Background: an optimization exercise with open tools, aiming at small area. Do not read the settings as production practice.
Only simulation tests tie the RTL to the original design; equivalence was not proved.

==> design.v <==
module AudioADC
(
input rst,
input AUD_BCLK,
input AUD_ADCLRCK,
input AUD_ADCDAT,
output reg [31:0] digital_signal_out
);
reg [5:0] cnt;
reg [31:0] shift;
always @(posedge AUD_BCLK)
	shift <= {shift[30:0], AUD_ADCDAT};
always @(posedge AUD_BCLK or negedge rst)
begin
	if (rst == 1'b0)
		cnt <= 6'd0;
	else if (cnt == 6'd33)
		cnt <= 6'd0;
	else if (cnt != 6'd0 || AUD_ADCLRCK)
		cnt <= cnt + 6'd1;
end
always @(posedge AUD_BCLK or negedge rst)
begin
	if (rst == 1'b0)
		digital_signal_out <= 32'd0;
	else if (cnt == 6'd33)
		digital_signal_out <= shift;
end
endmodule
module AudioDAC
(
input rst,
input AUD_BCLK,
input AUD_DACLRCK,
input [31:0] digital_signal_in,
output AUD_DACDAT
);
reg [5:0] cnt;
reg top;
reg [31:0] ring;
wire idle = (cnt == 6'd0);
always @(posedge AUD_BCLK or negedge rst)
begin
	if (rst == 1'b0)
		cnt <= 6'd0;
	else if (cnt == 6'd33)
		cnt <= 6'd0;
	else if (!idle || AUD_DACLRCK)
		cnt <= cnt + 6'd1;
end
always @(posedge AUD_BCLK or negedge rst)
begin
	if (rst == 1'b0)
		top <= 1'b0;
	else
		top <= idle ? digital_signal_in[31] : ring[31];
end
always @(posedge AUD_BCLK)
	ring <= idle ? {digital_signal_in[30:0], digital_signal_in[31]} : {ring[30:0], top};
assign AUD_DACDAT = top;
endmodule
module LowPassFilter
(
input rst,
input AUDIO_CLK,
input AUD_DACLRCK,
input [15:0] x,
output [15:0] y
);
reg [15:0] lastOutput;
wire [12:0] a;
wire [15:0] b;
div_t1 d1(x, a);
div_t2 d2(lastOutput, b);
assign y = {{3{a[12]}}, a} + b;
always @(posedge AUDIO_CLK or negedge rst)
begin
	if (rst == 1'b0)
		lastOutput <= 16'd0;
	else if (AUD_DACLRCK)
		lastOutput <= y;
end
endmodule
module div_t1(input signed [15:0] v, output signed [12:0] q);
wire signed [31:0] vp = v;
wire signed [31:0] vn = ~vp;
wire signed [31:0] r0 = (vn >>> 10);
wire signed [31:0] r1 = (vn >>> 7);
wire signed [31:0] r2 = (vp >>> 5);
wire signed [31:0] r3 = (vn >>> 3);
wire signed [31:0] r4 = (vp >>> 1);
wire signed [31:0] r5 = (vp <<< 3);
wire signed [31:0] r6 = (vn <<< 5);
wire signed [31:0] r7 = (vp <<< 8);
wire signed [31:0] s = r0 + r1 + r2 + r3 + r4 + r5 + r6 + r7 + (v[15] ? 32'sd2080 : 32'sd36);
wire signed [31:0] qq = s >>> 11;
assign q = qq[12:0];
endmodule
module div_t2(input signed [15:0] v, output signed [15:0] q);
wire signed [31:0] vp = v;
wire signed [31:0] vn = ~vp;
wire signed [31:0] r0 = (vp >>> 10);
wire signed [31:0] r1 = (vp >>> 7);
wire signed [31:0] r2 = (vn >>> 5);
wire signed [31:0] r3 = (vp >>> 3);
wire signed [31:0] r4 = (vn >>> 1);
wire signed [31:0] r5 = (vn <<< 3);
wire signed [31:0] r6 = (vp <<< 5);
wire signed [31:0] r7 = (vn <<< 8);
wire signed [31:0] r8 = (vp <<< 11);
wire signed [31:0] s = r0 + r1 + r2 + r3 + r4 + r5 + r6 + r7 + r8 + (v[15] ? 32'sd2302 : 32'sd278);
wire signed [31:0] qq = s >>> 11;
assign q = qq[15:0];
endmodule
module HighPassFilter
(
input rst,
input AUDIO_CLK,
input AUD_DACLRCK,
input [15:0] x,
input [15:0] xp,
output [15:0] y
);
reg [14:0] lastOutput;
wire signed [17:0] u = $signed(lastOutput) + $signed(x) - $signed(xp);
wire [14:0] q;
div_t3 d3(u, q);
assign y = {q[14], q};
always @(posedge AUDIO_CLK or negedge rst)
begin
	if (rst == 1'b0)
		lastOutput <= 15'd0;
	else if (AUD_DACLRCK)
		lastOutput <= q;
end
endmodule
module div_t3(input signed [17:0] v, output signed [14:0] q);
wire signed [31:0] vp = v;
wire signed [31:0] vn = ~vp;
wire signed [31:0] r0 = (vn >>> 13);
wire signed [31:0] r1 = (vn >>> 11);
wire signed [31:0] r2 = (vn >>> 8);
wire signed [31:0] r3 = (vp >>> 6);
wire signed [31:0] r4 = (vn >>> 4);
wire signed [31:0] r5 = (vp >>> 2);
wire signed [31:0] r6 = (vp <<< 2);
wire signed [31:0] r7 = (vn <<< 4);
wire signed [31:0] r8 = (vp <<< 7);
wire signed [31:0] s = r0 + r1 + r2 + r3 + r4 + r5 + r6 + r7 + r8 + (v[17] ? 32'sd1040 : 32'sd20);
wire signed [31:0] qq = s >>> 10;
assign q = qq[14:0];
endmodule
module EchoFilter
(
input [15:0] x,
input [15:0] xp,
output [15:0] y
);
wire signed [17:0] t = $signed(xp) * 3 + (xp[15] ? 18'sd3 : 18'sd0);
wire signed [17:0] q = t >>> 2;
assign y = q[15:0] + x;
endmodule
module audio_core
(
	input AUD_BCLK,
	input rst,
	input [2:0]SW,
	input AUD_ADCLRCK,
	input AUD_ADCDAT,
	input AUD_DACLRCK,
	output AUD_DACDAT
);
wire [31:0] x;
reg [31:0] currentDACData;
AudioADC myADC(rst, AUD_BCLK, AUD_ADCLRCK, AUD_ADCDAT, x);
reg [31:0] xp;
always @(posedge AUD_BCLK or negedge rst)
begin
	if (rst == 1'b0)
		xp <= 32'd0;
	else if (AUD_DACLRCK)
		xp <= x;
end
wire [31:0] lp, hp, ec;
LowPassFilter lpL(rst, AUD_BCLK, AUD_DACLRCK, x[31:16], lp[31:16]);
LowPassFilter lpR(rst, AUD_BCLK, AUD_DACLRCK, x[15:0], lp[15:0]);
HighPassFilter hpL(rst, AUD_BCLK, AUD_DACLRCK, x[31:16], xp[31:16], hp[31:16]);
HighPassFilter hpR(rst, AUD_BCLK, AUD_DACLRCK, x[15:0], xp[15:0], hp[15:0]);
EchoFilter ecL(x[31:16], xp[31:16], ec[31:16]);
EchoFilter ecR(x[15:0], xp[15:0], ec[15:0]);
always @(*)
begin
	case (SW)
		3'b001: currentDACData = lp;
		3'b010: currentDACData = hp;
		3'b100: currentDACData = ec;
		default: currentDACData = x;
	endcase
end
AudioDAC myDAC(rst, AUD_BCLK, AUD_DACLRCK, currentDACData, AUD_DACDAT);
endmodule
==> run.sh <==
#!/bin/bash
# synth_recipe.tcl (not shown) runs the flow's synth.tcl, then flattens the netlist and writes it again
# the make line also repeats each setting of config.mk as NAME=value (left out here)
make -C /OpenROAD-flow-scripts/flow DESIGN_CONFIG=/design/flow/config.mk WORK_HOME=/design/flow/orfs CLKGATE_MAP_FILE= SYNTH_SCRIPT=/design/flow/synth_recipe.tcl finish
==> config.mk <==
export PLATFORM = sky130hd
export DESIGN_NAME = audio_core
export DESIGN_NICKNAME = audio_core
export VERILOG_FILES = /design/flow/design.v
export SDC_FILE = /design/flow/constraint.sdc
export NUM_CORES = 4
export LEC_CHECK = 0
export CAP_MARGIN = 20
export CORE_MARGIN = 2
export CORE_UTILIZATION = 40
export SLEW_MARGIN = 20
==> constraint.sdc <==
create_clock -name core_clock -period 40.0 [get_ports {AUD_BCLK}]
set_input_delay 8.0000 -clock core_clock [delete_from_list [all_inputs] [get_ports {AUD_BCLK}]]
set_output_delay 8.0000 -clock core_clock [all_outputs]
set_load 0.01 [all_outputs]
==> impl_metrics.env <==
export IMPL_outcome="no timing/DRC/antenna violations"
export IMPL_htreeDepth=1
export IMPL_clk_latency_ns=0.56
export IMPL_dp_hpwl_microns=68220
export IMPL_met3_usage=0.03192
export IMPL_rows=107
export IMPL_gp_congestion=0.8755
export IMPL_use_met1=0.2681
export IMPL_synth_ff_type="dfrtp_1"
export IMPL_drv_slew=0
export IMPL_seq_area_sq_um=4760
export IMPL_netlist_instances=3528
export IMPL_synth_nets=4616
export IMPL_synth_cell_types=78
export IMPL_port_buffers=8
export IMPL_fin_setup_tns_ns=0
export IMPL_grt_antenna_before_repair=2
export IMPL_die_x_microns=297.2
export IMPL_initial_core_util=0.4039
export IMPL_cts_resized=0
export IMPL_cts_root_buf="clkbuf_16"
export IMPL_worstMarginPinSlew_ns=1.141
export IMPL_clockBufferDepth=3
export IMPL_top_usage_layer="met2"
export IMPL_die_area_sq_um=88330
export IMPL_cp_end_kind="flip-flop"
export IMPL_vias=23882
export IMPL_viasPerCell=5.059
export IMPL_pre_cts_ws_ns=29.12
export IMPL_synth_compound_area_frac=0.1072
export IMPL_ys_seq_elements=203
export IMPL_synth_mux_area_frac=0.02452
export IMPL_post_drt_wl_per_cell_microns=17.34
export IMPL_crit_chain="clkdlybuf4s50_1, nor2_1, nand2_1, o21ai_0, buf_4, nand2_1, a21oi_1, o21ai_0, o21ai_0, nand2_1"
export IMPL_post_cts_buffers=0
export IMPL_syn_avg_cell_area_sq_um=9.748
export IMPL_worstSetupPathType="primary input to flip-flop"
export IMPL_met2_usage=0.3117
export IMPL_synth_simple_gate_area_frac=0.07073
export IMPL_hold_buffers=0
export IMPL_critPathRequiredTime_ns=40.46
export IMPL_fin_crit_ns=10.38
export IMPL_synthXorXnorAreaFrac=0.05985
export IMPL_grt_pass1_vias=24641
export IMPL_cp_num_buf_inv=2
export IMPL_slew_headroom=0.2368
export IMPL_synth_top_family_by_area="adder cells"
export IMPL_start_kind="primary input"
export IMPL_cts_made_buffers=26
export IMPL_period_share=0.2594
export IMPL_drc=0
export IMPL_grt_pass1_wl_microns=134500
export IMPL_synth_fa_ha_area_frac=0.5073
export IMPL_startpoint="SW[0]"
export IMPL_nFillCells=8455
export IMPL_ys_warn_count=5
export IMPL_clk_pin_slew_ns=0.07
export IMPL_max_stage_delay_ns=0.62
export IMPL_areaGrowthSynthToFinish_pct=7.288
export IMPL_antenna_left=0
export IMPL_die_h_microns=297.2
export IMPL_ios=9
export IMPL_cp_depth=10
export IMPL_clock_skew_ns=0.02369
export IMPL_timing_rr_start="myADC.digital_signal_out[1]$_DFFE_PN0N_"
export IMPL_slowest_stage="nand2_1"
export IMPL_grt_ovfl_total=0
export IMPL_syn_area_sq_um=34390
export IMPL_grt_setup_unrepaired="no"
export IMPL_drt_total_wl_microns=81870
export IMPL_r2r_slack_ns=30.49
export IMPL_core_region_area_sq_um=85150
export IMPL_final_net_count=4645
export IMPL_r2r_worst_path_cells=31
export IMPL_grtUsageTotal=0.1908
export IMPL_drt_iter0_drc=1389
export IMPL_finalSetupViolations=0
export IMPL_drive_above_1_share=0.04976
export IMPL_maxCapViolations=0
export IMPL_synth_edf_count=0
export IMPL_finalHoldViolCount=0
export IMPL_grt_max_degree=79
export IMPL_arrival_ns=10.83
export IMPL_async_flop_share=0.6847
export IMPL_ys_seq_area_frac=0.1384
export IMPL_worst_path_max_fanout=22
export IMPL_hp_class="flip-flop to flip-flop"
export IMPL_cp_endpoint="myDAC.ring[12]$_DFF_P_"
export IMPL_multi_input_area_sq_um=26470
export IMPL_r2r_end="myDAC.ring[11]$_DFF_P_"
export IMPL_setup_ws_ns=29.62
export IMPL_clock_sinks=203
export IMPL_fmax_mhz=96.37
export IMPL_cts_tree="yes"
export IMPL_antenna_cells=0
export IMPL_drtPass1Iterations=5
export IMPL_critPathTopFamily="simple AND/OR/NAND/NOR gates"
## per-stage QoR
stage / area, sq um / hold WS (ns) / std cells / util
5_1_grt: 36900 / 0.3524 / 4721 / 0.4333
4_1_cts: 36900 / 0.3462 / 4721 / 0.4333
6_report: 36900 / 0.3461 / 4721 / 0.4333
2_1_floorplan: 34390 / 0.3272 / 3528 / -
3_3_place_gp: 36020 / 0.3320 / 4673 / 0.4230
3_5_place_dp: 36020 / 0.3329 / 4673 / 0.4230
## state kept, by name (all words and copies together) (netlist names)
| signal | count |
|---|---|
| myADC.digital_signal_out | 32 |
| lpL.lastOutput | 16 |
| myADC.cnt | 6 |
| myDAC.cnt | 6 |
| lpR.lastOutput | 16 |
| myDAC.top | 1 |
| hpL.lastOutput | 15 |
| myADC.shift | 32 |
| hpR.lastOutput | 15 |
| xp | 32 |
| myDAC.ring | 32 |
## cells in the mapped netlist (10+ instances only)
cell type,instances,area [sq um]
a211oi_1,17,127.6
a21o_1,52,390.4
a21oi_1,153,765.7
a221oi_1,13,113.9
a22oi_1,10,75.07
a31oi_1,18,112.6
and2_1,12,75.07
and3_1,11,68.82
clkbuf_1,38,142.6
dfrtp_1,139,3478
dfxtp_1,64,1281
fa_1,524,10490
ha_1,556,6957
inv_1,793,2977
mux2_2,66,743.2
mux2i_1,10,100.1
nand2_1,138,518.0
nand2b_1,27,168.9
nand3_1,45,225.2
nand4_1,13,81.33
nor2_1,153,574.3
nor2b_1,36,225.2
nor3_1,32,160.2
o211ai_1,14,105.1
o21a_1,29,217.7
o21ai_0,144,720.7
o21ai_1,22,110.1
o21bai_1,12,90.09
o22ai_1,16,100.1
o31ai_1,11,82.58
or2_2,14,87.58
xnor2_1,164,1436
xor2_1,64,560.5
## how the worst min path moves through the flow
stage / endpoint / from / cells after the start
finish: myADC.shift[6]$_DFF_P_ / myADC.shift[5]$_DFF_P_ / 0
global route: myADC.shift[14]$_DFF_P_ / myADC.shift[13]$_DFF_P_ / 0
CTS: myADC.shift[13]$_DFF_P_ / myADC.shift[12]$_DFF_P_ / 0
detailed placement: myADC.shift[9]$_DFF_P_ / myADC.shift[8]$_DFF_P_ / 0
global placement: myADC.shift[7]$_DFF_P_ / myADC.shift[6]$_DFF_P_ / 0
floorplan: myADC.shift[10]$_DFF_P_ / myADC.shift[9]$_DFF_P_ / 0
## cell families after synthesis
logic type / Yosys count
fa+ha+maj: 1080
buf+inv: 841
compound gates: 583
simple gates: 514
xor+xnor: 231
flops: 203
mux: 76
## layer usage
layer  vias to the layer above  share of wire
met4                         4          0.018
met1                     11875           0.47
li1                      11469              -
met3                        98          0.056
met5                         -        0.00028
met2                       436           0.46
## cell type report
type,count,share of cell area
multi-input combinational,2484,0.7174
sequential,203,0.1290
inverter,794,0.08078
tap,1144,0.03880
clock buffer,38,0.02052
timing repair buffer,48,0.01028
clock inverter,10,0.003256
## layout by cell type, fill, tap and decap left out, drive strengths merged, types with 18 or more instances in the layout
cell type,count
a21o,52
a21oi,154
a31oi,18
buf,42
clkbuf,38
dfrtp,139
dfxtp,64
fa,524
ha,556
inv,796
mux2,66
nand2,138
nand2b,27
nand3,45
nor2,153
nor2b,36
nor3,32
o21a,29
o21ai,167
xnor2,165
xor2,64

static timing again, ports no longer ideal:
In the flow no input, the clock included, has a driving cell. The finished layout below was timed again as built, in two steps.
Step 1, drivers: a clkbuf_16 drives AUD_BCLK and a buf_2 each remaining input, both assumed.
Step 2 times the ports against the registers' clock, not the clock port: input delays grow and output delays shrink by t, the midpoint of the rising clock arrivals with the driver on.
Slacks: ideal ports / drivers / drivers and shift; pairs: ideal ports / drivers.
t (ns): 0.616
setup slack, ns: 29.623 / 29.630 / 29.014
worst setup path at the end: input to register
latest minus earliest clock arrival (ns): 0.025 / 0.024
After both steps this run still meets setup and hold. For this run, drivers alone change the setup slack by +0.007 ns; drivers and shift together by -0.609 ns.
